Source: an optimization exercise on an open RTL-to-GDS flow (aim: small area and a short achievable clock period). Production flows keep margins and buffers that such runs may drop.
In this exercise RTL edits were held to simulation tests only and were not proved equivalent to the original.
Power is estimated from default activity; no workload was simulated.

==> flow/design.v, too long to show whole: its modules and the start of the top module <==
// module cmul: 1443 lines
// module fadd: 381 lines
// module conv3x3_fp32: 75 lines
module conv3x3_fp32(
    input         clk,
    input         resetn,
    input         valid_in,
    input  [31:0] data,
    input  [31:0] w1, w2, w3, w4, w5, w6, w7, w8, w9,
    output        valid_out,
    output [31:0] data_out
);
  // ...
==> flow/flow/run.sh <==
#!/bin/bash
set -euo pipefail
export BUFFER_PORTS_ARGS="-buffer_cell sky130_fd_sc_hd__buf_4"
bash standard.sh > standard_flow.log 2>&1
==> flow/standard.sh <==
#!/bin/bash
# synth_recipe.tcl (not shown) runs the flow's synth.tcl, then flattens the netlist and writes it again
# the make line also repeats each setting of config.mk as NAME=value (left out here)
make -C /OpenROAD-flow-scripts/flow DESIGN_CONFIG=/design/flow/config.mk WORK_HOME=/design/flow/orfs CLKGATE_MAP_FILE= SYNTH_SCRIPT=/design/flow/synth_recipe.tcl "${@:-finish}"
==> flow/config.mk <==
export PLATFORM = sky130hd
export DESIGN_NAME = conv3x3_fp32
export DESIGN_NICKNAME = conv3x3_fp32
export VERILOG_FILES = /design/flow/design.v
export SDC_FILE = /design/flow/constraint.sdc
export NUM_CORES = 8
export LEC_CHECK = 0
export CAP_MARGIN = 30
export CORE_MARGIN = 2
export CORE_UTILIZATION = 55
export SETUP_SLACK_MARGIN = 4.6
export SLEW_MARGIN = 20
==> flow/constraint.sdc <==
create_clock -name core_clock -period 8.0 [get_ports {clk}]
set_input_delay 1.6000 -clock core_clock [delete_from_list [all_inputs] [get_ports {clk}]]
set_output_delay 1.6000 -clock core_clock [all_outputs]
set_load 0.01 [all_outputs]
==> flow_metrics.tcl, run 1 <==
set metrics [dict create \
    status "finished clean" \
    ys_top_cells_by_count "dfxtp_1, inv_1, fa_1, a22oi_1, xor2_1" \
    leakage_nw 142 \
    busiest_layer "met2" \
    wl_met2_um 377000 \
    layout_setup_ws_ns 4.34 \
    numCtsBuffers 474 \
    ys_ff_latch 4553 \
    seqPwrFrac_pct 26.8 \
    final.period_utilization_pct 45.8 \
    cts_sinks 4553 \
    cpPeakStageDelay_ns 0.54 \
    seq_cell_count 4553 \
    clk_share_pct 4.96 \
    synth_top_area_share_pct 25.6 \
    core_sq_um 514000 \
    r2r-end "u_m7.t1_333" \
    multi_input_cells 17924 \
    internal_power_mw 83.8 \
    clock_latency_ns 1.06 \
    synth_cell_types 102 \
    io_pins 356 \
    utilization_pct 65.5 \
    critical_path_depth 13 \
    synth_xor_area_share_pct 10.4 \
    path_buf_inv 6 \
    rsz0062_at_grt "true" \
]
==> run 2: changes to the inputs <==
--- a/flow/config.mk
+++ b/flow/config.mk
@@ -8,5 +8,5 @@
 export CAP_MARGIN = 30
 export CORE_MARGIN = 2
 export CORE_UTILIZATION = 55
-export SETUP_SLACK_MARGIN = 4.6
+export SETUP_SLACK_MARGIN = 4.4
 export SLEW_MARGIN = 20
==> run 2 against run 1 <==
Still clean. Non-clock buffer count down 486. Routed wire length down 3.9%. Setup slack better by 0.073 ns. First-iteration DRC count down 8.9%. Clock skew up 0.015 ns. Die area unchanged. Largest cell class unchanged. Highest routed layer unchanged.
==> flow_metrics.tcl, run 2 <==
set metrics [dict create \
    worst_ep_arrival_time_ns 4.52 \
    pwr-share-clk_pct 16.4 \
    p_per_area_nw_per_um2 441 \
    syn_inst 27834 \
    p_sw_mw 61.8 \
    clock_latency_ns 1.05 \
    synth.most_common_cell "dfxtp_1" \
    synth_cell_types 102 \
    antenna_found_initial 76 \
    place.gp.congestion 0.895 \
    grt_overflow 0 \
    syn_to_final_growth_pct 14.1 \
    setup_tns_ns 0 \
    die-area_sq_um 522000 \
    fillCellCount 42175 \
    leakage_nw 138 \
    cts_tree "done" \
    status "finished clean" \
    clkTransAtPathRegs_ns 0.06 \
    setup_violations 0 \
    wire_per_inst_um 22.2 \
    final.period_utilization_pct 44.9 \
    internal_power_mw 81.3 \
    rsz0062_at_grt "true" \
    h-tree-depth 5 \
    finalNetCount 31966 \
    relSlewSlack_pct 33.7 \
    synthesis.nets 32095 \
    min-delay-path-class "register to register" \
    combPwrFrac_pct 56.0 \
    track_usage_pct 29.1 \
    crit_path_end "u_m7.t1_359" \
    synth_ff_type "dfxtp_1" \
    die_w_um 723 \
    switching_share_pct 43.2 \
    seqPwrFrac_pct 27.6 \
    path_class "register to register" \
    core_sq_um 514000 \
    cp_max_fo 6 \
    synth_top_area_share_pct 25.6 \
    setup.worst_path.end_class "register" \
    drt_iter0_drc 15126 \
    place_ws_ns 3.39 \
    cts_hold_buf 0 \
    synthTopCellsByArea "dfxtp_1, fa_1, edfxtp_1" \
    multiInputGateArea_sq_um 173000 \
    die_h_um 723 \
    synth_edf_count 899 \
    drc_errors 0 \
    yosysSeqAreaShare_pct 35.3 \
    final_common_cell "dfxtp_1" \
    layout_setup_ws_ns 4.41 \
    register_area_sq_um 100000 \
    fmax_mhz 279 \
    drtAntennaViolNets 0 \
    routed_wl_um 778000 \
    utilization_pct 63.1 \
    r2r_slack_ns 4.41 \
    r2r-start "lb[3][3]" \
    synthArstFlopShare_pct 0.615 \
    hpwl_um 554000 \
    firstDrtPassIters 7 \
    dp.cells 33710 \
    stdcell_count 35050 \
    regMostFlops "lb" \
    root_buffer "clkbuf_16" \
    vdd_drop_max_mv 0.247 \
    grt_pass1_vias 203201 \
    grt_max_degree 130 \
    mostFrequentLayoutCells "dfxtp_1, inv_1, xor2_1" \
    hold_violations 0 \
    startpoint_type "register" \
    ys_warn_count 7 \
    reg.largest.list "lb (899), p1d (348)" \
    io_buffers 355 \
    layout_min_cycle_time_ns 3.59 \
    ys_top_cells_by_count "dfxtp_1, inv_1, fa_1, a22oi_1, xor2_1" \
    ys_ff_latch 4553 \
    synth_top_cell_by_area "dfxtp_1" \
    r2r.worst_path.cells 10 \
    grt_pass1_wl_um 1200000 \
    critPathRequiredTime_ns 8.93 \
    io_pins 356 \
    worst_clock_skew_ns 0.0781 \
    tightest_slew_ns 0.991 \
    cts.path.max_buffers 4 \
    synthesis.area_sq_um 284000 \
    cp-startpoint "lb[3][3]" \
    post_drt_via_cell_ratio 5.70 \
    rows 263 \
    cts_sinks 4553 \
    vias 199618 \
    report.final.slew_viol_count 0 \
    drv_cap 0 \
    largest_reg_flops 899 \
    layout-drive-gt1-share_pct 17.6 \
    syn_area_per_cell_sq_um 10.2 \
    initial_core_util_pct 55.3 \
    numCtsBuffers 477 \
    power_mw 143 \
    hold_start "p1d[5][21]" \
    r2r-end "u_m7.t1_359" \
]
run 2: repair_timing:
item                                    CTS  global route
setup buffers                           124           216
endpoints found under the hold margin     0             0
cloned                                   27            31
endpoints found under the setup margin  851           509
pin swaps                                31           153
resized for setup                       351           465
run 2: how the worst min path moves through the flow:
stage	to	slack, ns	depth (start not counted)
after global placement	p1d[6][7]	0.31	0
after detailed placement	u_m5.xe2[2]	0.31	0
after CTS	p1d[6][21]	0.27	0
after global routing	p1d[6][21]	0.27	0
final	p1d[6][21]	0.28	0
after floorplan	a0.eb2[0]	0.31	0
run 2: area by class of cell:
class | instances | area share (%)
inverters | 3597 | 4.20
clock inverters | 281 | 1.10
repair inverters | 5 | 0.00927
repair buffers | 1155 | 3.61
diodes | 28 | 0.0216
multi-input cells | 17916 | 53.3
flip-flops and latches | 4553 | 31.0
well taps | 6890 | 2.66
clock buffers | 625 | 4.12
run 2: critical path, cell delays in order (launching register included):
cell and delay, ns:
edfxtp_1 0.50, buf_6 0.17, o21ai_4 0.33, clkbuf_16 0.25, a21oi_4 0.06, xor2_2 0.17
fa_2 0.49, fa_2 0.38, fa_2 0.53, inv_2 0.04, fa_2 0.55
run 2: kinds of logic (layout without fill, tap and decap cells):
logic type,after synthesis,after routing,share of synthesized area [%]
simple gates,4145,4147,6.66
compound gates,5553,5559,13.2
buf+inv,5374,5663,7.14
xor+xnor,3377,3378,10.4
fa+ha+maj,3938,3938,23.4
flops,4553,4553,35.3
mux,894,894,3.77
other cells,0,28,0
run 2: power by group through the flow:
stage / logic [mW] / registers [mW] / clock network (mW)
finish: 80.1 / 39.5 / 23.4
global placement: 75.7 / 39.9 / 0
global route: 91.4 / 40.4 / 24.9
floorplan: 57.6 / 36.6 / 0
CTS: 79.1 / 39.5 / 24.0
detailed placement: 77.4 / 39.9 / 0
run 2: per-layer routing:
metal  GRT usage (%)  wire, um  share of wire [%]
met3            3.95     47400                6.1
met1            39.7    339000                 44
met5               0       196              0.025
met2            48.0    364000                 47
met4            9.69     27300                3.5
run 2: through the flow:
stage | hold WS [ns] | area [sq um]
4_1_cts | 0.268 | 319000
5_1_grt | 0.273 | 324000
3_3_place_gp | 0.310 | 298000
6_report | 0.281 | 324000
3_5_place_dp | 0.312 | 299000
2_1_floorplan | 0.310 | 296000
==> run 3: changes to the inputs <==
--- a/flow/config.mk
+++ b/flow/config.mk
@@ -10,3 +10,4 @@
 export CORE_UTILIZATION = 55
 export SETUP_SLACK_MARGIN = 4.4
 export SLEW_MARGIN = 20
+export TNS_END_PERCENT = 10
==> run 3 against run 2 <==
Utilization is 1.2 points lower. Via count down 0.39%. Sequential power hardly changed. Routed wire length fell by 0.70%. Clock power is essentially flat. Total power down 0.58%. First-iteration DRC count increased by 7.4%. Final area shrank 1.9%.
==> flow_metrics.tcl, run 3 <==
set metrics [dict create \
    setup_tns_ns 0 \
    place_ws_ns 3.43 \
    cpPeakStageDelay_ns 0.54 \
    wire_per_inst_um 22.1 \
    worst_ep_arrival_time_ns 4.65 \
    synthesis.area_sq_um 284000 \
    clkTransAtPathRegs_ns 0.06 \
    relSlewSlack_pct 29.3 \
    layout_min_cycle_time_ns 3.74 \
    tightest_slew_ns 1.06 \
    setup.worst_path.end_class "register" \
    hpwl_um 553000 \
    drc_errors 0 \
    cts_sinks 4553 \
    path_class "register to register" \
    ys_ff_latch 4553 \
    track_usage_pct 28.9 \
    syn_to_final_growth_pct 11.9 \
    antenna_found_initial 69 \
    mostFrequentLayoutCells "dfxtp_1, inv_1, fa_1" \
    synth_cell_types 102 \
    reg.largest.list "lb (899), p1d (348)" \
    leakage_nw 138 \
    largest_reg_flops 899 \
    rows 263 \
    power_mw 142 \
    clock_latency_ns 1.05 \
    die_w_um 723 \
    synthTopCellsByArea "dfxtp_1, fa_1, edfxtp_1" \
    numCtsBuffers 475 \
    vias 198844 \
    synth_top_cell_by_area "dfxtp_1" \
    die_h_um 723 \
    syn_inst 27834 \
    post_drt_via_cell_ratio 5.69 \
    drv_cap 0 \
    yosysSeqAreaShare_pct 35.3 \
    layout_setup_ws_ns 4.26 \
    cts.path.max_buffers 4 \
    cpMostUsedCell "fa_1" \
    cp_cell_sequence "buf_6 > buf_4 > o21ai_4 > buf_4 > buf_16 > a22oi_2 > xor2_1 > fa_2 > fa_1 > fa_1 > inv_1 > fa_1" \
    drtAntennaViolNets 0 \
    h-tree-depth 5 \
    worst_clock_skew_ns 0.0813 \
    p_per_area_nw_per_um2 448 \
    slowest_stage "fa_1" \
    ys_warn_count 7 \
    firstDrtPassIters 6 \
    final.period_utilization_pct 46.7 \
    grt_pass1_wl_um 1190000 \
    setup_violations 0 \
    io_buffers 355 \
    final_common_cell "dfxtp_1" \
    synthArstFlopShare_pct 0.615 \
    synth_top_area_share_pct 25.6 \
    grt_max_degree 146 \
    ys_top_cells_by_count "dfxtp_1, inv_1, fa_1, a22oi_1, xor2_1" \
    rsz0062_at_grt "true" \
    initial_core_util_pct 55.3 \
    root_buffer "clkbuf_16" \
    grt_pass1_vias 200777 \
    critPathRequiredTime_ns 8.91 \
    place.gp.congestion 0.897 \
    min-delay-path-class "register to register" \
    finalNetCount 31851 \
    utilization_pct 61.8 \
    cts_tree "done" \
    synth.most_common_cell "dfxtp_1" \
    holdWs_ns 0.277 \
    fillCellCount 42778 \
    cts_hold_buf 0 \
    crit_family "adder cells" \
    cp_max_fo 6 \
    stdcell_area_sq_um 318000 \
    dp.cells 33674 \
    stdcell_count 34937 \
    io_pins 356 \
    hold_violations 0 \
    die-area_sq_um 522000 \
    core_sq_um 514000 \
    path_buf_inv 5 \
    regMostFlops "lb" \
    layout-drive-gt1-share_pct 12.1 \
    startpoint_type "register" \
    drt_iter0_drc 16248 \
    routed_wl_um 773000 \
    status "finished clean" \
    report.final.slew_viol_count 0 \
    synth_ff_type "dfxtp_1" \
    grt_overflow 0 \
    synth_edf_count 899 \
    placed_area_sq_um 294000 \
    syn_area_per_cell_sq_um 10.2 \
    fmax_mhz 268 \
    vdd_drop_max_mv 0.287 \
    synthesis.nets 32095 \
]
==> run 3: final cells by class <==
cell class / count / area (sq um) / share of cell area [%]
antenna: 31 / 77.6 / 0.0244
clock buffer: 627 / 13600 / 4.27
clock inverter: 276 / 3500 / 1.10
inverter: 3597 / 13600 / 4.28
multi-input combinational: 17912 / 168000 / 52.8
sequential: 4553 / 100000 / 31.6
tap: 6890 / 8620 / 2.71
timing repair buffer: 1047 / 10200 / 3.20
timing repair inverter: 4 / 25.0 / 0.00788
==> run 3: where the power goes <==
part / switching, mW / internal (mW) / total, mW / leakage [nW]
clock network: 9.72 / 13.8 / 23.5 / 8.33
logic: 45.6 / 33.5 / 79.2 / 89.9
registers: 6.27 / 33.2 / 39.5 / 39.7
total: 61.6 / 80.6 / 142 / 138
==> run 3: timing repair <==
item,4_1_cts,5_1_grt
pin swaps,22,171
hold endpoints to repair,0,0
gates resized for setup,209,495
endpoints found under the setup margin,958,920
setup buffers,91,170
gates cloned,19,24
==> run 3: per-layer routing <==
metal | GRT usage (%) | part of all wire, % | vias to the layer above
met4 | 9.09 | 3.2 | 30
met5 | 0 | 0.025 | -
met3 | 4.51 | 7.1 | 1297
met1 | 40.5 | 44 | 98178
li1 | - | - | 92467
met2 | 46.2 | 46 | 6872
==> run 3: cell families after synthesis <==
family	after synthesis	synth area share, %
compound gates	5553	13.2
buf+inv	5374	7.14
flops	4553	35.3
simple gates	4145	6.66
fa+ha+maj	3938	23.4
xor+xnor	3377	10.4
mux	894	3.77
==> run 3: path summary, 6_finish.rpt <==
check / startpoint / endpoint / slack [ns] / depth (start not counted)
max in group asynchronous: resetn / col[1] / 7.23 / 1
min in group asynchronous: resetn / vp[19] / 0.47 / 1
max: lb[30][3] / u_m2.t1_337 / 4.26 / 12
min reg2reg: p1d[7][19] / p1d[8][19] / 0.28 / 0
max reg2reg: lb[30][3] / u_m2.t1_337 / 4.26 / 12
min: p1d[7][19] / p1d[8][19] / 0.28 / 0
==> run 4: changes to the inputs <==
--- a/flow/config.mk
+++ b/flow/config.mk
@@ -8,6 +8,7 @@
 export CAP_MARGIN = 30
 export CORE_MARGIN = 2
 export CORE_UTILIZATION = 55
+export CTS_CLUSTER_DIAMETER = 60
+export CTS_CLUSTER_SIZE = 30
 export SETUP_SLACK_MARGIN = 4.4
 export SLEW_MARGIN = 20
-export TNS_END_PERCENT = 10
==> run 4 against run 3 <==
Combinational power is 1% higher. Utilization is 0.73 points higher. Area after synthesis stayed put. First-iteration DRC count down 8.7%. Sequential power about the same. Non-clock buffer count is 96 higher. Global-route usage hardly changed. Via count about the same. Final area increased by 1.2%. Critical endpoint is now u_m9.t1_341.
==> flow_metrics.tcl, run 4 <==
set metrics [dict create \
    clock_latency_ns 1.04 \
    synthesis.area_sq_um 284000 \
    h-tree-depth 5 \
    post_drt_via_cell_ratio 5.70 \
    largest_reg_flops 899 \
    p_per_area_nw_per_um2 437 \
    internal_power_mw 77.9 \
    die_h_um 723 \
    path_class "input port to register" \
    seqPwrFrac_pct 28.1 \
    mostFrequentLayoutCells "dfxtp_1, inv_1, xor2_1" \
    combPwrFrac_pct 57.0 \
    critical_path_depth 9 \
    min_to "u_m1.xh[20]" \
    path_buf_inv 3 \
    setup.worst_path.end_class "register" \
    min_path_cells 0 \
    reg.largest.list "lb (899), p1d (348)" \
    yosysSeqAreaShare_pct 35.3 \
    syn_area_per_cell_sq_um 10.2 \
    initial_core_util_pct 55.3 \
    final_common_cell "dfxtp_1" \
    grt_overflow 0 \
    hpwl_um 554000 \
    r2r_slack_ns 4.42 \
    layout_min_cycle_time_ns 3.60 \
    core_sq_um 514000 \
    drtAntennaViolNets 0 \
    holdWs_ns 0.275 \
    die_w_um 723 \
    rows 263 \
    startpoint_type "input port" \
    r2r-end "u_m8.t1_343" \
    drc_errors 0 \
    synth_top_cell_by_area "dfxtp_1" \
    syn_inst 27834 \
    io_buffers 355 \
    synth_cell_types 102 \
    synthTopCellsByArea "dfxtp_1, fa_1, edfxtp_1" \
    io_pins 356 \
    root_buffer "clkbuf_16" \
    finalNetCount 31863 \
    grt_max_degree 130 \
    cpMostUsedCell "fa_2" \
    firstDrtPassIters 6 \
    place.gp.congestion 0.895 \
    synthArstFlopShare_pct 0.615 \
    numCtsBuffers 385 \
    switching_share_pct 44.5 \
    worst_clock_skew_ns 0.0647 \
    ys_warn_count 7 \
    antenna_found_initial 70 \
    syn_to_final_growth_pct 13.2 \
    routed_wl_um 773000 \
    report.final.slew_viol_count 0 \
    cts_sinks 4553 \
    hold_start "p1d[12][20]" \
    vias 198678 \
    die-area_sq_um 522000 \
    cpPeakStageDelay_ns 0.50 \
    slowest_stage "fa_2" \
    tightest_slew_ns 1.12 \
    critPathRequiredTime_ns 8.96 \
    p_sw_mw 62.5 \
    ys_top_cells_by_count "dfxtp_1, inv_1, fa_1, a22oi_1, xor2_1" \
    track_usage_pct 29.0 \
    synthesis.nets 32095 \
    crit_family "adder cells" \
    r2r.worst_path.cells 12 \
    setup_tns_ns 0 \
    cts.path.max_buffers 4 \
    layout-drive-gt1-share_pct 17.3 \
    leakage_nw 137 \
    relSlewSlack_pct 24.4 \
    synth_edf_count 899 \
    ys_ff_latch 4553 \
    hold_violations 0 \
    regMostFlops "lb" \
    drv_cap 0 \
    vdd_drop_max_mv 0.265 \
    synth.most_common_cell "dfxtp_1" \
    cts_tree "done" \
    status "finished clean" \
    synth_ff_type "dfxtp_1" \
    setup_violations 0 \
    pwr-share-clk_pct 14.9 \
    grt_pass1_vias 201719 \
    rsz0062_at_grt "true" \
    clkTransAtPathRegs_ns 0.09 \
    cp_max_fo 25 \
    final.period_utilization_pct 45.0 \
    min-delay-path-class "register to register" \
    worst_ep_arrival_time_ns 4.57 \
    cp_cell_sequence "buf_4 > inv_1 > o21a_1 > a21oi_1 > fa_2 > fa_2 > fa_1 > inv_1 > fa_2" \
    synth_top_area_share_pct 25.6 \
    utilization_pct 62.6 \
    drt_iter0_drc 14835 \
    grt_pass1_wl_um 1190000 \
    r2r-start "lb[2][3]" \
    fmax_mhz 277 \
    wire_per_inst_um 22.2 \
]
run 4: power groups by stage:
stage	combinational (mW)	clock, mW	sequential (mW)
floorplan	57.6	0	36.6
global placement	75.7	0	39.9
detailed placement	77.4	0	39.9
CTS	79.0	21.4	39.5
global route	91.3	22.3	40.4
finish	80.0	20.9	39.5
run 4: worst reg2reg max path: stages (launching register included):
cell and delay (ns):
edfxtp_1 0.36, buf_4 0.18, buf_4 0.16, nand3b_1 0.21, o21ai_4 0.18, clkbuf_16 0.24
a22oi_1 0.08, xor2_1 0.18, fa_1 0.42, fa_1 0.41, fa_1 0.54, inv_1 0.05
fa_2 0.51
run 4: cell type report:
class / count / area (sq um)
inverter: 3597 / 13600
sequential: 4553 / 100000
multi-input combinational: 17917 / 173000
tap: 6890 / 8620
clock buffer: 414 / 10000
timing repair inverter: 5 / 30.0
timing repair buffer: 1143 / 11500
fill: 42424 / 192000
antenna: 26 / 65.1
clock inverter: 310 / 4600
run 4: repair_timing:
action                     in CTS  in global routing
hold buffers                    0                  0
buffers inserted              123                209
pin swaps                      32                126
setup endpoints to repair     871                519
gates cloned                   26                 30
resized for setup             357                486
run 4: cells by family (layout without fill, tap and decap cells):
| group | count (synthesis) | after routing | synth area share (%) |
|---|---|---|---|
| AO/OA/AOI/OAI | 5553 | 5559 | 13.2 |
| XOR/XNOR | 3377 | 3378 | 10.4 |
| adder cells (fa/ha/maj) | 3938 | 3938 | 23.4 |
| buffers and inverters | 5374 | 5469 | 7.14 |
| flip-flops | 4553 | 4553 | 35.3 |
| multiplexers | 894 | 894 | 3.77 |
| other | 0 | 26 | 0 |
| AND/OR/NAND/NOR | 4145 | 4148 | 6.66 |
run 4: how the worst max path moves through the flow:
stage	startpoint	end	slack, ns
finish	w9[17]	u_m9.t1_341	4.40
global route	a5.r2[0]	a5.y[30]	4.19
CTS	a5.r2[0]	a5.y[30]	4.32
detailed placement	w9[17]	u_m9.t1_341	3.39
global placement	w9[17]	u_m9.t1_341	3.40
floorplan	w3[17]	u_m3.t2_hb[11]	3.82
run 4: per-layer routing:
layer | vias to the layer above | global-route usage (%) | wire (um)
met1 | 98827 | 39.6 | 336000
met2 | 6109 | 47.9 | 363000
met3 | 1294 | 3.85 | 47700
met5 | - | 0 | 152
met4 | 26 | 9.23 | 26400
li1 | 92422 | - | -
run 4: through the flow:
stage | cell area, sq um | cells | total power [mW] | worst slack [ns]
after floorplan | 296000 | 27834 | 94.3 | 3.82
after global placement | 298000 | 33661 | 116 | 3.40
after detailed placement | 299000 | 33710 | 117 | 3.39
after CTS | 317000 | 34583 | 140 | 4.32
after global routing | 321000 | 34837 | 154 | 4.19
final | 321000 | 34855 | 140 | 4.40
==> run 5: changes to the inputs <==
--- a/flow/config.mk
+++ b/flow/config.mk
@@ -8,7 +8,7 @@
 export CAP_MARGIN = 30
 export CORE_MARGIN = 2
 export CORE_UTILIZATION = 55
-export CTS_CLUSTER_DIAMETER = 60
+export CTS_CLUSTER_DIAMETER = 80
 export CTS_CLUSTER_SIZE = 30
 export SETUP_SLACK_MARGIN = 4.4
 export SLEW_MARGIN = 20
==> run 5 against run 4 <==
Via count fell by 0.39%. Clock power fell by 22%. Fmax fell by 0.29%. Hold slack improved by 0.019 ns. Final area fell by 1.3%. Critical path depth rose by 4. Flip-flop and latch count did not move. Utilization fell by 0.83 points. Still clean. Clock skew rose by 0.023 ns. Highest routed layer unchanged. Sequential power barely moved. Global-route usage fell by 0.14 points.
==> flow_metrics.tcl, run 5 <==
set metrics [dict create \
    p_per_area_nw_per_um2 428 \
    internal_power_mw 74.7 \
    pwr-share-clk_pct 12.1 \
    setup_tns_ns 0 \
    die-area_sq_um 522000 \
    io_pins 356 \
    wire_per_inst_um 22.3 \
    hpwl_um 554000 \
    ys_warn_count 7 \
    largest_reg_flops 899 \
    synthArstFlopShare_pct 0.615 \
    cp-startpoint "lb[30][3]" \
    regMostFlops "lb" \
    final_common_cell "dfxtp_1" \
    firstDrtPassIters 6 \
    ys_ff_latch 4553 \
    ys_top_cells_by_count "dfxtp_1, inv_1, fa_1, a22oi_1, xor2_1" \
    r2r-end "u_m2.t1_347" \
    synthTopCellsByArea "dfxtp_1, fa_1, edfxtp_1" \
    initial_core_util_pct 55.3 \
    r2r.worst_path.cells 13 \
    seqPwrFrac_pct 29.1 \
    rsz0062_at_grt "true" \
    finalNetCount 31734 \
    fmax_mhz 277 \
    grt_max_degree 130 \
    use_met3_pct 3.57 \
    drc_errors 0 \
    relSlewSlack_pct 28.2 \
    busiest_layer "met2" \
    final.period_utilization_pct 45.2 \
    grt_overflow 0 \
    grt_pass1_wl_um 1190000 \
    syn_to_final_growth_pct 11.7 \
    vdd_drop_max_mv 0.262 \
    reg.largest.list "lb (899), p1d (348)" \
    min-delay-path-class "register to register" \
    drtAntennaViolNets 0 \
    place.gp.congestion 0.895 \
    clkTransAtPathRegs_ns 0.10 \
    p_sw_mw 61.0 \
    path_class "register to register" \
    worst_ep_arrival_time_ns 4.52 \
    cts.path.max_buffers 4 \
    core_sq_um 514000 \
    antenna_found_initial 71 \
    grt_pass1_vias 200389 \
    h-tree-depth 5 \
    mostFrequentLayoutCells "dfxtp_1, inv_1, xor2_1" \
    startpoint_type "register" \
    die_h_um 723 \
    clock_latency_ns 1.01 \
    r2r_slack_ns 4.39 \
    syn_area_per_cell_sq_um 10.2 \
    yosysSeqAreaShare_pct 35.3 \
    layout_setup_ws_ns 4.39 \
    numCtsBuffers 271 \
    holdWs_ns 0.294 \
    status "finished clean" \
    drv_cap 0 \
    hold_violations 0 \
    routed_wl_um 770000 \
    cp_max_fo 5 \
    post_drt_via_cell_ratio 5.72 \
    synth_edf_count 899 \
    synth_top_cell_by_area "dfxtp_1" \
    switching_share_pct 44.9 \
    synth_cell_types 102 \
    grt_use_met1_pct 39.7 \
    io_buffers 355 \
    synth_top_area_share_pct 25.6 \
    drt_iter0_drc 14853 \
    use_met2_pct 47.6 \
    place_ws_ns 3.39 \
    track_usage_pct 28.9 \
    worst_clock_skew_ns 0.0874 \
    setup_violations 0 \
    cts_tree "done" \
    cts_sinks 4553 \
    combPwrFrac_pct 58.8 \
    tightest_slew_ns 1.07 \
    synthesis.area_sq_um 284000 \
    layout-drive-gt1-share_pct 16.6 \
    synthesis.nets 32095 \
    root_buffer "clkbuf_16" \
    vias 197903 \
    die_w_um 723 \
    syn_inst 27834 \
    setup.worst_path.end_class "register" \
    crit_path_end "u_m2.t1_347" \
    r2r-start "lb[30][3]" \
    rows 263 \
    critPathRequiredTime_ns 8.91 \
    report.final.slew_viol_count 0 \
    synth_ff_type "dfxtp_1" \
    synth.most_common_cell "dfxtp_1" \
    layout_min_cycle_time_ns 3.61 \
    leakage_nw 135 \
]
[run 5: cell counts after synthesis]
No cell type changed its count.
[run 5: timing repair]
item | in CTS | in global routing
buffers inserted | 124 | 187
cloned | 25 | 37
endpoints found under the hold margin | 0 | 0
setup endpoints to repair | 883 | 503
hold buffers | 0 | 0
gates resized for setup | 361 | 513
pin swaps | 36 | 156
[run 5: how the worst min path moves through the flow]
stage                start          end  slack, ns  depth (start not counted)
6_report         a4.ebq[1]    a4.eb2[1]       0.29                          0
3_3_place_gp     p1d[5][7]    p1d[6][7]       0.31                          0
2_1_floorplan    a0.ebq[0]    a0.eb2[0]       0.31                          0
4_1_cts          a6.ebq[3]    a6.eb2[3]       0.28                          0
3_5_place_dp   u_m5.xe1[2]  u_m5.xe2[2]       0.31                          0
5_1_grt          p1d[9][7]   p1d[10][7]       0.30                          0
[run 5: layout make-up]
class	count	area [sq um]
antenna	29	72.6
clock buffer	308	7200
clock inverter	179	2840
fill	42836	197000
inverter	3597	13600
multi-input combinational	17917	173000
sequential	4553	100000
tap	6890	8620
timing repair buffer	1128	11600
timing repair inverter	5	30.0
[run 5: power by group through the flow]
| stage | clock network, mW | logic [mW] | registers (mW) |
|---|---|---|---|
| floorplan | 0 | 57.6 | 36.6 |
| global placement | 0 | 75.7 | 39.9 |
| detailed placement | 0 | 77.4 | 39.9 |
| CTS | 16.9 | 79.0 | 39.4 |
| global route | 17.7 | 91.2 | 40.3 |
| finish | 16.4 | 79.9 | 39.4 |
[run 5: cell families after synthesis]
family	synth area share, %
compound gates	13.2
flops	35.3
xor+xnor	10.4
fa+ha+maj	23.4
simple gates	6.66
mux	3.77
buf+inv	7.14
[run 5: per-stage QoR]
stage | util (%) | instances | power, mW | instance area (sq um)
3_3_place_gp | 58.1 | 33661 | 116 | 298000
3_5_place_dp | 58.3 | 33710 | 117 | 299000
4_1_cts | 60.8 | 34346 | 135 | 312000
2_1_floorplan | - | 27834 | 94.3 | 296000
6_report | 61.7 | 34606 | 136 | 317000
5_1_grt | 61.7 | 34586 | 149 | 317000
[run 5: worst max-delay path, stage by stage (launching register included)]
cell	delay, ns
edfxtp_1	0.55
buf_6	0.20
nand2_4	0.07
o21ai_4	0.06
buf_12	0.14
buf_6	0.11
clkbuf_16	0.16
a22oi_2	0.13
xor2_1	0.20
fa_2	0.47
fa_2	0.36
fa_2	0.52
inv_1	0.05
fa_2	0.50
[run 5: metal layers]
metal  share of wire, %  routed length (um)
met4                3.4               26300
met3                6.1               47200
met1                 44              336000
met5              0.036                 277
met2                 47              360000
==> run 6: changes to the inputs <==
--- a/flow/config.mk
+++ b/flow/config.mk
@@ -10,5 +10,5 @@
 export CORE_UTILIZATION = 55
 export CTS_CLUSTER_DIAMETER = 80
 export CTS_CLUSTER_SIZE = 30
-export SETUP_SLACK_MARGIN = 4.4
+export SETUP_SLACK_MARGIN = 4.2
 export SLEW_MARGIN = 20
==> run 6 against run 5 <==
Count of clock-buffer cells in the layout is 16 higher. First-iteration DRC count grew 4.5%. Largest power group unchanged. Clock skew is 0.033 ns lower. Fmax is 3.5% lower. Clock power about the same. Routed wire length fell by 1.2%.
==> flow_metrics.tcl, run 6 <==
set metrics [dict create \
    finalNetCount 31497 \
    synth_top_area_share_pct 25.6 \
    syn_to_final_growth_pct 9.63 \
    report.final.slew_viol_count 0 \
    grt_pass1_wl_um 1180000 \
    cts.path.max_buffers 4 \
    core_sq_um 514000 \
    setup_violations 0 \
    layout-drive-gt1-share_pct 13.8 \
    ys_warn_count 7 \
    cp-startpoint "lb[3][10]" \
    power_mw 134 \
    use_met2_pct 47.5 \
    tightest_slew_ns 1.05 \
    drt_iter0_drc 15514 \
    worst_ep_arrival_time_ns 4.63 \
    io_buffers 355 \
    vdd_drop_max_mv 0.267 \
    ys_top_cells_by_count "dfxtp_1, inv_1, fa_1, a22oi_1, xor2_1" \
    regMostFlops "lb" \
    yosysSeqAreaShare_pct 35.3 \
    pwr-share-clk_pct 12.4 \
    synth_cell_types 102 \
    synth.most_common_cell "dfxtp_1" \
    placed_area_sq_um 298000 \
    synthArstFlopShare_pct 0.615 \
    utilization_pct 60.6 \
    seqPwrFrac_pct 29.3 \
    cpPeakStageDelay_ns 0.80 \
    mostFrequentLayoutCells "dfxtp_1, inv_1, xor2_1" \
    largest_reg_flops 899 \
    syn_area_per_cell_sq_um 10.2 \
    cts_tree "done" \
    track_usage_pct 28.7 \
    firstDrtPassIters 6 \
    busiest_layer "met2" \
    worst_clock_skew_ns 0.0545 \
    status "finished clean" \
    reg.largest.list "lb (899), p1d (348)" \
    drc_errors 0 \
    setup.worst_path.end_class "register" \
    setup_tns_ns 0 \
    place_ws_ns 3.35 \
    p_sw_mw 60.7 \
    stdcell_area_sq_um 311000 \
    min-delay-path-class "register to register" \
    stdcell_count 34372 \
    grt_pass1_vias 199427 \
    clock_latency_ns 0.99 \
    antenna_found_initial 61 \
    p_per_area_nw_per_um2 432 \
    path_class "register to register" \
    holdWs_ns 0.308 \
    grt_use_met1_pct 39.5 \
    cp_cell_sequence "ha_1 > buf_8 > a22oi_1 > xor2_1 > fa_1 > fa_1 > inv_1 > fa_2" \
    root_buffer "clkbuf_16" \
    cpMostUsedCell "fa_1" \
    syn_inst 27834 \
    layout_min_cycle_time_ns 3.75 \
    fmax_mhz 267 \
    wire_per_inst_um 22.2 \
    cts_hold_buf 0 \
    cts_sinks 4553 \
    startpoint_type "register" \
    initial_core_util_pct 55.3 \
    final.period_utilization_pct 46.8 \
    synthTopCellsByArea "dfxtp_1, fa_1, edfxtp_1" \
    die-area_sq_um 522000 \
    place.gp.congestion 0.898 \
    r2r-start "lb[3][10]" \
    final_common_cell "dfxtp_1" \
    die_h_um 723 \
    cp_max_fo 13 \
    fillCellCount 43472 \
    slowest_stage "ha_1" \
    hold_start "p1d[2][19]" \
    hpwl_um 556000 \
    drv_cap 0 \
    vias 196322 \
    numCtsBuffers 276 \
    grt_overflow 0 \
    ys_ff_latch 4553 \
    rsz0062_at_grt "true" \
    synth_ff_type "dfxtp_1" \
    critPathRequiredTime_ns 8.88 \
    synthesis.nets 32095 \
    synth_edf_count 899 \
    layout_setup_ws_ns 4.25 \
    hold_violations 0 \
    rows 263 \
    internal_power_mw 73.7 \
    combPwrFrac_pct 58.3 \
    clkTransAtPathRegs_ns 0.10 \
    synth_top_cell_by_area "dfxtp_1" \
    io_pins 356 \
    drtAntennaViolNets 0 \
    routed_wl_um 761000 \
    leakage_nw 133 \
    synthesis.area_sq_um 284000 \
    die_w_um 723 \
    h-tree-depth 5 \
    grt_max_degree 135 \
    relSlewSlack_pct 29.9 \
    use_met3_pct 3.72 \
    dp.cells 33689 \
    post_drt_via_cell_ratio 5.71 \
    switching_share_pct 45.2 \
]
run 6: changes by cell type in the layout (fill, tap and decap cells not counted), sizes merged:
cell / previous run / this run
diode: 29 / 26
clkinv: 82 / 84
nor2b: 200 / 199
clkinvlp: 28 / 22
xnor2: 1619 / 1620
o21ai: 717 / 721
clkbuf: 347 / 334
nand2b: 221 / 219
inv: 3666 / 3667
bufinv: 5 / 3
bufbuf: 11 / 0
buf: 1078 / 874
run 6: cells by family after synthesis:
logic type	Yosys count	share of synthesized area [%]
XOR/XNOR	3377	10.4
adder cells (fa/ha/maj)	3938	23.4
AND/OR/NAND/NOR	4145	6.66
buffers and inverters	5374	7.14
multiplexers	894	3.77
AO/OA/AOI/OAI	5553	13.2
flip-flops	4553	35.3
run 6: routing by layer:
metal / vias to the layer above / part of all wire, %
li1: 91567 / -
met1: 97713 / 44
met2: 5840 / 47
met3: 1178 / 6.0
met4: 24 / 3.1
met5: - / 0.024
run 6: layout make-up:
class	count	area (sq um)	area share, %
Multi-Input combinational cell	17919	170000	54.7
Timing Repair Buffer	884	8120	2.61
Antenna cell	26	65.1	0.0209
Clock inverter	174	2910	0.934
Sequential cell	4553	100000	32.2
Clock buffer	324	7370	2.37
Inverter	3597	13600	4.36
Tap cell	6890	8620	2.77
Timing Repair inverter	5	27.5	0.00884
run 6: what timing repair did:
action	CTS	global route
buffers inserted	53	66
gates cloned	14	10
pin swaps	15	24
gates resized for setup	112	224
endpoints found under the setup margin	611	409
run 6: worst max-delay path: cells and delay by family (launching register included):
kind	cells	cell delay, ns
AOI/OAI and AO/OA	1	0.11
xor gates and xnor gates	1	0.20
adders and majority gates	4	2.39
buffers and inverters	2	0.31
DFF	1	0.61
run 6: power by group through the flow:
stage	clock, mW	sequential, mW	combinational, mW
final	16.6	39.4	78.4
after global routing	17.9	40.3	89.6
after CTS	17.1	39.4	78.3
after detailed placement	0	39.9	77.5
after global placement	0	39.8	76.0
after floorplan	0	36.6	57.4
run 6: final timing paths:
path,endpoint,slack (ns),cells after the start
worst max-delay path,u_m7.t1_351,4.25,8
worst min-delay path,p1d[3][19],0.31,0
worst max register to register,u_m7.t1_351,4.25,8
worst min register to register,p1d[3][19],0.31,0
max in group asynchronous,vp[12],7.23,1
min in group asynchronous,vp[19],0.49,1
==> run 7: changes to the inputs <==
--- a/flow/config.mk
+++ b/flow/config.mk
@@ -9,6 +9,6 @@
 export CORE_MARGIN = 2
 export CORE_UTILIZATION = 55
 export CTS_CLUSTER_DIAMETER = 80
-export CTS_CLUSTER_SIZE = 30
-export SETUP_SLACK_MARGIN = 4.2
+export CTS_CLUSTER_SIZE = 35
+export SETUP_SLACK_MARGIN = 4.4
 export SLEW_MARGIN = 20
==> run 7 against run 6 <==
Still clean on timing, DRC and antenna. Final area up 2.1%. Clock skew up 0.019 ns. Hold slack worse by 0.013 ns. Fmax up 4.0%. Critical path depth up 5. Setup slack better by 0.14 ns. Area after synthesis unchanged. Count of clock-buffer cells in the layout down 31. Synthesized cell count unchanged. Total power up 0.95%. Critical endpoint is now u_m5.t1_335.
==> flow_metrics.tcl, run 7 <==
set metrics [dict create \
    status "finished clean" \
    cts_hold_buf 0 \
    tightest_slew_ns 1.05 \
    drtAntennaViolNets 0 \
    combPwrFrac_pct 58.7 \
    grt_pass1_vias 200281 \
    die_w_um 723 \
    clkTransAtPathRegs_ns 0.12 \
    path_class "register to register" \
    min_to "a6.eb2[3]" \
    rsz0062_at_grt "true" \
    cts.path.max_buffers 4 \
    drc_errors 0 \
    stdcell_area_sq_um 318000 \
    critPathRequiredTime_ns 8.91 \
    slowest_stage "edfxtp_1" \
    placed_area_sq_um 299000 \
    synth.most_common_cell "dfxtp_1" \
    setup.worst_path.end_class "register" \
    power_mw 136 \
    switching_share_pct 45.0 \
    syn_inst 27834 \
    worst_ep_arrival_time_ns 4.51 \
    pwr-share-clk_pct 12.2 \
    die-area_sq_um 522000 \
    synthesis.nets 32095 \
    use_met3_pct 3.62 \
    r2r-start "lb[16][2]" \
    firstDrtPassIters 6 \
    r2r.worst_path.cells 13 \
    cp-startpoint "lb[16][2]" \
    synth_ff_type "dfxtp_1" \
    grt_pass1_wl_um 1190000 \
    utilization_pct 61.9 \
    ys_top_cells_by_count "dfxtp_1, inv_1, fa_1, a22oi_1, xor2_1" \
    grt_overflow 0 \
    worst_clock_skew_ns 0.0737 \
    r2r-end "u_m5.t1_335" \
    largest_reg_flops 899 \
    setup_tns_ns 0 \
    clock_latency_ns 1.01 \
    place_ws_ns 3.39 \
    syn_area_per_cell_sq_um 10.2 \
    finalNetCount 31758 \
    use_met2_pct 47.8 \
    syn_to_final_growth_pct 11.9 \
    layout-drive-gt1-share_pct 16.7 \
    place.gp.congestion 0.895 \
    grt_use_met1_pct 39.6 \
    cp_cell_sequence "nor2_1 > nand2_1 > o21ai_4 > buf_12 > buf_12 > buf_4 > a22oi_2 > xor2_1 > fa_2 > fa_2 > fa_1 > inv_1 > fa_2" \
    wire_per_inst_um 22.3 \
    stdcell_count 34629 \
    vdd_drop_max_mv 0.262 \
    cp_max_fo 6 \
    numCtsBuffers 268 \
    final.period_utilization_pct 45.0 \
    h-tree-depth 5 \
    p_per_area_nw_per_um2 427 \
    root_buffer "clkbuf_16" \
    synth_top_cell_by_area "dfxtp_1" \
    layout_setup_ws_ns 4.40 \
    fmax_mhz 278 \
    synth_top_area_share_pct 25.6 \
    grt_max_degree 130 \
    p_sw_mw 61.1 \
    relSlewSlack_pct 29.0 \
    post_drt_via_cell_ratio 5.72 \
    ys_ff_latch 4553 \
    ys_warn_count 7 \
    routed_wl_um 771000 \
    yosysSeqAreaShare_pct 35.3 \
    final_common_cell "dfxtp_1" \
    min_path_cells 0 \
    crit_family "adder cells" \
    hpwl_um 554000 \
    io_pins 356 \
    report.final.slew_viol_count 0 \
    antenna_found_initial 68 \
    setup_violations 0 \
    synthesis.area_sq_um 284000 \
    cts_sinks 4553 \
    path_buf_inv 4 \
    seqPwrFrac_pct 29.1 \
    synthArstFlopShare_pct 0.615 \
    leakage_nw 135 \
    cts_tree "done" \
    busiest_layer "met2" \
    regMostFlops "lb" \
    io_buffers 355 \
    reg.largest.list "lb (899), p1d (348)" \
    min-delay-path-class "register to register" \
    synth_cell_types 102 \
    synthTopCellsByArea "dfxtp_1, fa_1, edfxtp_1" \
    hold_start "a6.ebq[3]" \
    track_usage_pct 28.9 \
    startpoint_type "register" \
    rows 263 \
    synth_edf_count 899 \
    cpMostUsedCell "fa_2" \
    cpPeakStageDelay_ns 0.60 \
    initial_core_util_pct 55.3 \
    layout_min_cycle_time_ns 3.60 \
    vias 197941 \
    drt_iter0_drc 14814 \
    dp.cells 33710 \
    internal_power_mw 74.6 \
    drv_cap 0 \
    die_h_um 723 \
    core_sq_um 514000 \
    hold_violations 0 \
    holdWs_ns 0.295 \
    mostFrequentLayoutCells "dfxtp_1, inv_1, xor2_1" \
    r2r_slack_ns 4.40 \
]
==> run 7: repair_timing <==
item	in CTS	in global routing
pin swaps	31	168
setup endpoints to repair	893	525
cloned	25	38
buffers inserted	132	206
resized for setup	372	524
==> run 7: layout make-up <==
class                   count  area, sq um
diodes                     29         72.6
clock inverters           190         3260
clock buffers             293         7050
flip-flops and latches   4553       100000
multi-input cells       17916       173000
well taps                6890         8620
repair buffers           1156        11900
fillers                 42752       196000
inverters                3597        13600
repair inverters            5         32.5
==> run 7: routing by layer <==
metal | share of wire, % | up-vias | wire (um)
met4 | 3.2 | 22 | 24800
met3 | 6.2 | 1146 | 47800
met1 | 44 | 98497 | 336000
li1 | - | 92031 | -
met5 | 0.018 | - | 142
met2 | 47 | 6245 | 362000
==> run 7: power by group through the flow <==
stage / Clock (mW) / Sequential [mW] / Combinational [mW]
floorplan: 0 / 36.6 / 57.6
global placement: 0 / 39.9 / 75.7
detailed placement: 0 / 39.9 / 77.4
CTS: 17.1 / 39.4 / 79.0
global route: 17.9 / 40.3 / 91.0
finish: 16.6 / 39.4 / 79.7
==> run 7: worst reg2reg max path: cells and delay by family, from the launching register on <==
family | cells | cell delay (ns)
fa+ha+maj | 4 | 1.83
flops | 1 | 0.60
buf+inv | 4 | 0.44
compound gates | 2 | 0.22
simple gates | 2 | 0.21
xor+xnor | 1 | 0.21
==> run 7: cells by family (layout without fill, tap and decap cells) <==
| kind of cell | count (synthesis) | after routing | synth area share [%] |
|---|---|---|---|
| AO/OA/AOI/OAI | 5553 | 5559 | 13.2 |
| buffers and inverters | 5374 | 5241 | 7.14 |
| flip-flops | 4553 | 4553 | 35.3 |
| AND/OR/NAND/NOR | 4145 | 4147 | 6.66 |
| adder cells (fa/ha/maj) | 3938 | 3938 | 23.4 |
| XOR/XNOR | 3377 | 3378 | 10.4 |
| multiplexers | 894 | 894 | 3.77 |
| other | 0 | 29 | 0 |
==> run 7: how the worst max path moves through the flow <==
stage	end	slack, ns	depth (start not counted)
after floorplan	u_m3.t2_hb[11]	3.82	10
after global placement	u_m9.t1_341	3.40	9
after detailed placement	u_m9.t1_341	3.39	9
after CTS	a5.y[30]	4.31	14
after global routing	u_m5.t1_337	4.26	13
final	u_m5.t1_335	4.40	13
==> run 8: changes to the inputs <==
--- a/flow/config.mk
+++ b/flow/config.mk
@@ -8,7 +8,7 @@
 export CAP_MARGIN = 30
 export CORE_MARGIN = 2
 export CORE_UTILIZATION = 55
-export CTS_CLUSTER_DIAMETER = 80
-export CTS_CLUSTER_SIZE = 35
+export CTS_CLUSTER_DIAMETER = 90
+export CTS_CLUSTER_SIZE = 28
 export SETUP_SLACK_MARGIN = 4.4
 export SLEW_MARGIN = 20
==> run 8 against run 7 <==
Count of clock-buffer cells in the layout is 11 lower. Via count decreased by 0.26%. Clock power is 16% lower. Critical path depth down 3. Final area down 0.96%. Sequential power hardly changed. Routed wire length is 0.33% lower. Synthesized cell count unchanged. Combinational power about the same. Register-to-register slack got worse by 0.04 ns. Largest cell class unchanged. Largest power group unchanged.
==> flow_metrics.tcl, run 8 <==
set metrics [dict create \
    synth_top_area_share_pct 25.6 \
    io_buffers 355 \
    worst_ep_arrival_time_ns 4.57 \
    synthesis.nets 32095 \
    relSlewSlack_pct 25.2 \
    cts_hold_buf 0 \
    synthArstFlopShare_pct 0.615 \
    drc_errors 0 \
    die-area_sq_um 522000 \
    synth_compound_area_share_pct 13.2 \
    grt_pass1_vias 200140 \
    core_sq_um 514000 \
    synth_edf_count 899 \
    grt_pass1_wl_um 1190000 \
    power_mw 133 \
    regMostFlops "lb" \
    synthAdderAreaFrac_pct 23.4 \
    grt_max_degree 130 \
    largest_reg_flops 899 \
    setup_tns_ns 0 \
    wire_per_inst_um 22.3 \
    syn_to_final_growth_pct 10.8 \
    cp_cell_sequence "ha_4 > nor2b_4 > buf_8 > xnor2_2 > fa_2 > inv_2 > fa_2 > fa_1 > inv_2 > fa_2" \
    synth.most_common_cell "dfxtp_1" \
    synth_simple_gate_area_share_pct 6.66 \
    firstDrtPassIters 6 \
    leakage_nw 134 \
    antenna_found_initial 71 \
    mostFrequentLayoutCells "dfxtp_1, inv_1, xor2_1" \
    drtAntennaViolNets 0 \
    syn_inst 27834 \
    clock_latency_ns 1.00 \
    yosysSeqAreaShare_pct 35.3 \
    critPathRequiredTime_ns 8.93 \
    drt_iter0_drc 15255 \
    busiest_layer "met2" \
    vias 197418 \
    tightest_slew_ns 1.12 \
    rsz0062_at_grt "true" \
    report.final.slew_viol_count 0 \
    h-tree-depth 4 \
    status "finished clean" \
    initial_core_util_pct 55.3 \
    p_per_area_nw_per_um2 424 \
    synth_xor_area_share_pct 10.4 \
    die_h_um 723 \
    layout-drive-gt1-share_pct 16.3 \
    synthTopCellsByArea "dfxtp_1, fa_1, edfxtp_1" \
    die_w_um 723 \
    final.period_utilization_pct 45.5 \
    cpMostUsedCell "fa_2" \
    final_common_cell "dfxtp_1" \
    startpoint_type "register" \
    synthMuxAreaShare_pct 3.77 \
    layout_min_cycle_time_ns 3.64 \
    synthesis.area_sq_um 284000 \
    register_area_sq_um 100000 \
    ys_top_cells_by_count "dfxtp_1, inv_1, fa_1, a22oi_1, xor2_1" \
    setup_violations 0 \
    hold_violations 0 \
    routed_wl_um 769000 \
    worst_clock_skew_ns 0.0658 \
    use_met2_pct 47.7 \
    rows 263 \
    reg.largest.list "lb (899), p1d (348)" \
    cts_tree "done" \
    use_met3_pct 3.53 \
    synth_ff_type "dfxtp_1" \
    post_drt_via_cell_ratio 5.72 \
    cpPeakStageDelay_ns 0.58 \
    clkTransAtPathRegs_ns 0.11 \
    cp_max_fo 27 \
    ys_warn_count 7 \
    numCtsBuffers 225 \
    slowest_stage "edfxtp_1" \
    setup.worst_path.end_class "register" \
    place.gp.congestion 0.895 \
    finalNetCount 31702 \
    io_pins 356 \
    synth_top_cell_by_area "dfxtp_1" \
    cts_sinks 4553 \
    hpwl_um 554000 \
    min-delay-path-class "register to register" \
    path_class "register to register" \
    drv_cap 0 \
    syn_area_per_cell_sq_um 10.2 \
    fmax_mhz 275 \
    vdd_drop_max_mv 0.265 \
    track_usage_pct 28.8 \
    grt_use_met1_pct 39.7 \
    grt_overflow 0 \
    synth_top_family_by_area "adder cells" \
    synth_cell_types 102 \
    fillCellCount 43157 \
    root_buffer "clkbuf_16" \
    cts.path.max_buffers 4 \
    ys_ff_latch 4553 \
    multiInputGateArea_sq_um 173000 \
]
run 8: cell counts after synthesis:
Identical to the previous run, type by type.
run 8: path summary, 6_finish.rpt:
path,endpoint,slack [ns],startpoint,cells after the start
setup / recovery,u_m2.t1_355,4.36,lb[30][2],10
hold / removal,u_m6.xe2[2],0.30,u_m6.xe1[2],0
setup reg to reg,u_m2.t1_355,4.36,lb[30][2],10
hold reg to reg,u_m6.xe2[2],0.30,u_m6.xe1[2],0
max in group asynchronous,col[3],7.17,resetn,1
min in group asynchronous,vp[19],0.48,resetn,1
run 8: worst max-delay path: cells and delay by family, from the launching register on:
family        cells  cell delay [ns]
fa+ha+maj         5             2.26
flops             1             0.58
buf+inv           3             0.40
xor+xnor          1             0.13
simple gates      1             0.11
run 8: logic make-up (layout without fill, tap and decap cells):
family	Yosys count	after routing
xor+xnor	3377	3379
fa+ha+maj	3938	3938
mux	894	894
compound gates	5553	5559
other cells	0	31
buf+inv	5374	5134
simple gates	4145	4147
flops	4553	4553
run 8: cell type report:
| class | count | share of cell area [%] |
|---|---|---|
| clock buffers | 282 | 1.89 |
| diodes | 31 | 0.0247 |
| multi-input cells | 17917 | 54.9 |
| well taps | 6890 | 2.74 |
| repair buffers | 1142 | 3.69 |
| repair inverters | 5 | 0.00954 |
| clock inverters | 108 | 0.515 |
| inverters | 3597 | 4.32 |
| flip-flops and latches | 4553 | 31.9 |
run 8: layer usage:
metal / wire length [um] / vias to the layer above / part of all wire (%)
li1: - / 91854 / -
met5: 164 / - / 0.021
met2: 361000 / 5915 / 47
met4: 24400 / 28 / 3.2
met1: 337000 / 98560 / 44
met3: 45400 / 1061 / 5.9
run 8: report_power, final:
group / switching, mW / total [mW] / internal, mW
Combinational: 45.6 / 80.0 / 34.4
Clock: 8.17 / 13.9 / 5.74
Sequential: 6.29 / 39.4 / 33.1
Total: 60.1 / 133 / 73.2
run 8: metrics by stage:
stage / instance area [sq um] / util, % / std cells / hold slack, ns / setup slack, ns
after floorplan: 296000 / - / 27834 / 0.310 / 3.82
after detailed placement: 299000 / 58.3 / 33710 / 0.312 / 3.39
after CTS: 310000 / 60.3 / 34253 / 0.294 / 4.31
final: 315000 / 61.3 / 34525 / 0.298 / 4.36
after global routing: 315000 / 61.3 / 34504 / 0.312 / 4.27
after global placement: 298000 / 58.1 / 33661 / 0.310 / 3.40
run 8: repair_timing:
action | CTS | global route
pin swaps | 28 | 173
resized for setup | 349 | 507
setup endpoints to repair | 865 | 493
cloned | 28 | 36
buffers inserted | 125 | 197
==> run 9: changes to the inputs <==
--- a/flow/config.mk
+++ b/flow/config.mk
@@ -8,7 +8,7 @@
 export CAP_MARGIN = 30
 export CORE_MARGIN = 2
 export CORE_UTILIZATION = 55
-export CTS_CLUSTER_DIAMETER = 90
-export CTS_CLUSTER_SIZE = 28
+export CTS_CLUSTER_DIAMETER = 100
+export CTS_CLUSTER_SIZE = 25
 export SETUP_SLACK_MARGIN = 4.4
 export SLEW_MARGIN = 20
==> run 9 against run 8 <==
Setup slack better by 0.011 ns. Register-to-register slack better by 0.02 ns. First-iteration DRC count shrank 1.4%. Clock skew is 0.020 ns higher. Utilization is 0.13 points lower. Critical path type is now input port to register. Highest routed layer unchanged.
==> flow_metrics.tcl, run 9 <==
set metrics [dict create \
    status "finished clean" \
    hold_start "u_m2.xs1" \
    synthArstFlopShare_pct 0.615 \
    fillCellCount 43225 \
    reg.largest.list "lb (899), p1d (348)" \
    fmax_mhz 276 \
    synth_edf_count 899 \
    grt_max_degree 130 \
    seqPwrFrac_pct 29.6 \
    h-tree-depth 4 \
    combPwrFrac_pct 60.0 \
    p_per_area_nw_per_um2 424 \
    hpwl_um 554000 \
    leakage_nw 133 \
    ys_warn_count 7 \
    track_usage_pct 28.9 \
    post_drt_via_cell_ratio 5.72 \
    min_path_cells 0 \
    syn_area_per_cell_sq_um 10.2 \
    cp_max_fo 25 \
    switching_share_pct 44.9 \
    synthesis.area_sq_um 284000 \
    stdcell_count 34495 \
    ys_top_cells_by_count "dfxtp_1, inv_1, fa_1, a22oi_1, xor2_1" \
    routed_wl_um 770000 \
    vdd_drop_max_mv 0.264 \
    worst_ep_arrival_time_ns 4.54 \
    rows 263 \
    crit_path_end "u_m6.t1_341" \
    io_buffers 355 \
    final.period_utilization_pct 45.4 \
    synthesis.nets 32095 \
    drt_iter0_drc 15043 \
    cts_tree "done" \
    p_sw_mw 59.8 \
    path_class "input port to register" \
    core_sq_um 514000 \
    cts_sinks 4553 \
    setup_violations 0 \
    synth.most_common_cell "dfxtp_1" \
    numCtsBuffers 231 \
    antenna_found_initial 72 \
    root_buffer "clkbuf_16" \
    synth_top_area_share_pct 25.6 \
    layout_setup_ws_ns 4.37 \
    clock_latency_ns 1.02 \
    grt_pass1_vias 200071 \
    rsz0062_at_grt "true" \
    initial_core_util_pct 55.3 \
    layout_min_cycle_time_ns 3.63 \
    relSlewSlack_pct 30.0 \
    dp.cells 33710 \
    drv_cap 0 \
    die-area_sq_um 522000 \
    syn_to_final_growth_pct 10.6 \
    startpoint_type "input port" \
    grt_pass1_wl_um 1190000 \
    hold_violations 0 \
    r2r-end "u_m8.t1_329" \
    min-delay-path-class "register to register" \
    cp-startpoint "w6[17]" \
    place.gp.congestion 0.895 \
    r2r-start "lb[2][3]" \
    io_pins 356 \
    vias 197430 \
    die_h_um 723 \
    pwr-share-clk_pct 10.4 \
    synth_ff_type "dfxtp_1" \
    r2r_slack_ns 4.38 \
    grt_overflow 0 \
    largest_reg_flops 899 \
    worst_clock_skew_ns 0.0858 \
    final_common_cell "dfxtp_1" \
    utilization_pct 61.1 \
    critPathRequiredTime_ns 8.92 \
    drc_errors 0 \
    cts.path.max_buffers 4 \
    cts_hold_buf 0 \
    mostFrequentLayoutCells "dfxtp_1, inv_1, xor2_1" \
    internal_power_mw 73.3 \
    place_ws_ns 3.39 \
    regMostFlops "lb" \
    layout-drive-gt1-share_pct 16.0 \
    synthTopCellsByArea "dfxtp_1, fa_1, edfxtp_1" \
    drtAntennaViolNets 0 \
    report.final.slew_viol_count 0 \
    clkTransAtPathRegs_ns 0.10 \
    ys_ff_latch 4553 \
    synth_cell_types 102 \
    syn_inst 27834 \
    wire_per_inst_um 22.3 \
    setup_tns_ns 0 \
    setup.worst_path.end_class "register" \
    yosysSeqAreaShare_pct 35.3 \
    finalNetCount 31688 \
    firstDrtPassIters 6 \
    synth_top_cell_by_area "dfxtp_1" \
    r2r.worst_path.cells 11 \
    die_w_um 723 \
    tightest_slew_ns 1.04 \
]
-- run 9: layout make-up --
cell class	instances	area, sq um	share of cell area, %
Antenna cell	25	62.6	0.0199
Clock buffer	304	6180	1.97
Clock inverter	82	1210	0.386
Inverter	3597	13600	4.33
Multi-Input combinational cell	17918	173000	55.0
Sequential cell	4553	100000	32.0
Tap cell	6890	8620	2.75
Timing Repair Buffer	1121	11300	3.60
Timing Repair inverter	5	32.5	0.0104
-- run 9: cells by family after synthesis --
kind of cell / Yosys count / synth area share [%]
xor gates and xnor gates: 3377 / 10.4
DFF: 4553 / 35.3
buffers and inverters: 5374 / 7.14
and+or+nand+nor: 4145 / 6.66
AOI/OAI and AO/OA: 5553 / 13.2
muxes: 894 / 3.77
adders and majority gates: 3938 / 23.4
-- run 9: stage by stage --
stage	hold WS [ns]	cell area [sq um]	total power, mW
detailed placement	0.312	299000	117
finish	0.276	314000	133
CTS	0.267	310000	133
global route	0.269	314000	146
global placement	0.310	298000	116
floorplan	0.310	296000	94.3
-- run 9: routing by layer --
layer / GRT usage (%) / share of wire (%)
met4: 8.68 / 3.2
met5: 0 / 0.019
met2: 47.8 / 47
met3: 3.60 / 5.9
met1: 39.6 / 44
-- run 9: power by group through the flow --
| stage | Combinational [mW] | Sequential (mW) | Clock (mW) |
|---|---|---|---|
| after floorplan | 57.6 | 36.6 | 0 |
| after global placement | 75.7 | 39.9 | 0 |
| after detailed placement | 77.4 | 39.9 | 0 |
| after CTS | 78.9 | 39.4 | 14.3 |
| after global routing | 91.1 | 40.3 | 15.1 |
| final | 79.8 | 39.4 | 13.9 |
-- run 9: timing repair --
action,4_1_cts,5_1_grt
pin swaps,26,177
endpoints found under the setup margin,866,485
resized for setup,352,459
gates cloned,25,36
buffers inserted,122,183
-- run 9: critical path, stage by stage --
cell     delay, ns
buf_4         0.35
inv_1         0.14
o21a_1        0.19
a21oi_1       0.33
fa_2          0.51
fa_2          0.35
fa_1          0.49
inv_1         0.05
fa_2          0.50
-- run 9: how the worst min path moves through the flow --
stage	endpoint	slack [ns]
floorplan	a0.eb2[0]	0.31
global placement	p1d[6][7]	0.31
detailed placement	u_m5.xe2[2]	0.31
CTS	u_m2.xs2	0.27
global route	u_m2.xs2	0.27
finish	u_m2.xs2	0.28
==> run 10: changes to the inputs <==
==> flow/config.mk (replaced) <==
export PLATFORM = sky130hd
export DESIGN_NAME = conv3x3_fp32
export DESIGN_NICKNAME = conv3x3_fp32
export VERILOG_FILES = /design/flow/design.v
export SDC_FILE = /design/flow/constraint.sdc
export NUM_CORES = 8
export LEC_CHECK = 0
export CAP_MARGIN = 5
export CORE_MARGIN = 2
export CORE_UTILIZATION = 55
export SETUP_SLACK_MARGIN = 4.4
export SLEW_MARGIN = 5
==> run 10 against run 9 <==
Largest cell class unchanged. Hold slack improved by 0.017 ns. Sequential share of layout area fell by 0.95 points. First-iteration DRC count rose by 4.4%. Non-clock buffer count fell by 2. Total power rose by 7.2%. Critical path type is now register to register. Synthesized cell count did not move. Routed wire length rose by 1.5%. Setup slack improved by 0.054 ns. Clock skew fell by 0.0056 ns. Register-to-register slack improved by 0.05 ns. Utilization rose by 1.9 points. Now fails the layout checks on capacitance limit, slew limit.
==> flow_metrics.tcl, run 10 <==
set metrics [dict create \
    synth_cell_types 102 \
    post_drt_via_cell_ratio 5.70 \
    tightest_slew_ns 1.61 \
    path_class "register to register" \
    ys_ff_latch 4553 \
    synthTopCellsByArea "dfxtp_1, fa_1, edfxtp_1" \
    rows 263 \
    drt_iter0_drc 15706 \
    drtAntennaViolNets 0 \
    status "complete, but fails checks" \
    fmax_mhz 280 \
    leakage_nw 138 \
    core_sq_um 514000 \
    clock_latency_ns 1.06 \
    syn_inst 27834 \
    synth_top_cell_by_area "dfxtp_1" \
    seqPwrFrac_pct 27.7 \
    finalNetCount 31955 \
    syn_area_per_cell_sq_um 10.2 \
    worst_ep_arrival_time_ns 4.50 \
    root_buffer "clkbuf_16" \
    layout_min_cycle_time_ns 3.57 \
    cts_hold_buf 0 \
    wire_per_inst_um 22.3 \
    vias 199850 \
    routed_wl_um 781000 \
    place.gp.congestion 0.895 \
    cts_tree "done" \
    yosysSeqAreaShare_pct 35.3 \
    initial_core_util_pct 55.3 \
    hpwl_um 550000 \
    critPathRequiredTime_ns 8.93 \
    min-delay-path-class "register to register" \
    syn_to_final_growth_pct 14.0 \
    grt_pass1_vias 202923 \
    p_sw_mw 61.7 \
    mostFrequentLayoutCells "dfxtp_1, inv_1, xor2_1" \
    register_area_sq_um 100000 \
    grt_overflow 0 \
    die-area_sq_um 522000 \
    largest_reg_flops 899 \
    clkTransAtPathRegs_ns 0.06 \
    reg.largest.list "lb (899), p1d (348)" \
    internal_power_mw 80.9 \
    final_common_cell "dfxtp_1" \
    vdd_drop_max_mv 0.247 \
    pwr-share-clk_pct 16.3 \
    antenna_found_initial 66 \
    track_usage_pct 29.3 \
    worst_clock_skew_ns 0.0802 \
    synthesis.area_sq_um 284000 \
    report.final.slew_viol_count 7 \
    drc_errors 0 \
    die_h_um 723 \
    fillCellCount 42321 \
    synthArstFlopShare_pct 0.615 \
    so_faults "capacitance limit, slew limit" \
    cts_sinks 4553 \
    ys_top_cells_by_count "dfxtp_1, inv_1, fa_1, a22oi_1, xor2_1" \
    grt_pass1_wl_um 1200000 \
    place_ws_ns 3.38 \
    firstDrtPassIters 7 \
    utilization_pct 63.0 \
    switching_share_pct 43.3 \
    cp_max_fo 11 \
    layout-drive-gt1-share_pct 17.6 \
    synthesis.nets 32095 \
    synth.most_common_cell "dfxtp_1" \
    grt_max_degree 130 \
    cts.path.max_buffers 4 \
    synth_edf_count 899 \
    final.period_utilization_pct 44.7 \
    io_buffers 355 \
    rsz0062_at_grt "true" \
    hold_violations 0 \
    multiInputGateArea_sq_um 173000 \
    setup.worst_path.end_class "register" \
    startpoint_type "register" \
    ys_warn_count 7 \
    combPwrFrac_pct 56.0 \
    setup_violations 0 \
    regMostFlops "lb" \
    layout_setup_ws_ns 4.43 \
    setup_tns_ns 0 \
    h-tree-depth 5 \
    die_w_um 723 \
    p_per_area_nw_per_um2 441 \
    io_pins 356 \
    synth_top_area_share_pct 25.6 \
    numCtsBuffers 478 \
    synth_ff_type "dfxtp_1" \
    drv_cap 1 \
    relSlewSlack_pct -7.69 \
]
run 10: cell counts after synthesis:
Identical to the previous run, type by type.
run 10: kinds of logic (layout without fill, tap and decap cells):
group	after synthesis	in the layout	share of synthesized area [%]
compound gates	5553	5561	13.2
buf+inv	5374	5636	7.14
flops	4553	4553	35.3
simple gates	4145	4158	6.66
fa+ha+maj	3938	3938	23.4
xor+xnor	3377	3381	10.4
mux	894	894	3.77
other cells	0	29	0
run 10: cell type report:
class                      instances  area share, %
antenna                           29         0.0224
clock inverter                   251          0.933
timing repair inverter            13         0.0278
sequential                      4553           31.0
inverter                        3597           4.21
timing repair buffer            1119           3.40
multi-input combinational      17932           53.5
tap                             6890           2.66
clock buffer                     656           4.27
run 10: path summary, 6_finish.rpt:
| path | startpoint | endpoint | slack [ns] | cells after the start |
|---|---|---|---|---|
| setup / recovery | lb[3][3] | u_m7.t1_333 | 4.43 | 13 |
| hold / removal | p1d[8][9] | p1d[9][9] | 0.29 | 0 |
| setup reg to reg | lb[3][3] | u_m7.t1_333 | 4.43 | 13 |
| hold reg to reg | p1d[8][9] | p1d[9][9] | 0.29 | 0 |
| max in group asynchronous | resetn | row[2] | 7.17 | 1 |
| min in group asynchronous | resetn | vp[19] | 0.46 | 1 |
run 10: timing repair:
item / CTS / global route
gates resized for setup: 412 / 452
endpoints found under the setup margin: 945 / 565
gates cloned: 50 / 32
setup buffers: 155 / 206
pin swaps: 23 / 147
run 10: critical path: stages (launching register included):
cell and delay (ns):
edfxtp_1 0.38, buf_4 0.20, buf_6 0.12, buf_4 0.16, o21ai_4 0.14, buf_12 0.16, buf_4 0.14, a22oi_2 0.07
xor2_2 0.19, fa_2 0.42, fa_2 0.54, fa_1 0.41, inv_1 0.10, fa_2 0.43
run 10: metal layers:
| metal | part of all wire [%] | vias up | GRT usage (%) |
|---|---|---|---|
| li1 | - | 92741 | - |
| met2 | 47 | 6613 | 48.2 |
| met3 | 6.5 | 1358 | 4.01 |
| met5 | 0.019 | - | 0 |
| met4 | 3.4 | 26 | 9.49 |
| met1 | 43 | 99112 | 40.1 |
run 10: power by group through the flow:
stage	logic (mW)	clock network [mW]	registers (mW)
floorplan	57.6	0	36.6
global placement	75.7	0	39.9
detailed placement	77.3	0	40.0
CTS	79.0	23.8	39.5
global route	91.0	24.7	40.5
finish	79.9	23.2	39.6
run 10: stage by stage:
step                area [sq um]  cells  hold WS [ns]  total power [mW]
floorplan                 296000  27834         0.310              94.3
global placement          298000  33661         0.310               116
detailed placement        298000  33661         0.312               117
CTS                       319000  34773         0.287               142
global route              324000  35024         0.297               156
finish                    324000  35040         0.293               143

[port drivers added, routing unchanged]
The results above use ideal ports. As a check the final layouts listed here were re-extracted and re-timed, cells and wires unchanged. Step 1 assumes that a clkbuf_16 drives the clock port and a buf_2 every other input. Step 2, shift: input delay + t, output delay - t, t = (earliest + latest rising clock arrival at the registers) / 2. This alone moves slack from input paths to output paths. Three values: no drivers, after step 1, after step 2; two values: the first two.
run	shift t [ns]	setup WS [ns]	worst setup path after step 2	worst data-port slew with drivers (ns)
run 1	1.144	4.337 / 4.333 / 3.189	input to register	0.34
run 2	1.144	4.409 / 4.338 / 3.194	input to register	0.28
run 3	1.142	4.262 / 4.262 / 3.237	input to register	0.26
run 4	1.139	4.396 / 4.335 / 3.195	input to register	0.29
run 5	1.091	4.386 / 4.350 / 3.258	input to register	0.28
run 6	1.091	4.254 / 4.254 / 3.253	input to register	0.28
run 7	1.087	4.399 / 4.328 / 3.240	input to register	0.29
run 8	1.113	4.360 / 4.327 / 3.215	input to register	0.28
run 9	1.111	4.371 / 4.272 / 3.161	input to register	0.30
run 10	1.151	4.425 / 4.329 / 3.178	input to register	0.30
For run 10, which loses most, drivers alone change the setup slack by -0.096 ns; drivers and shift together by -1.247 ns.
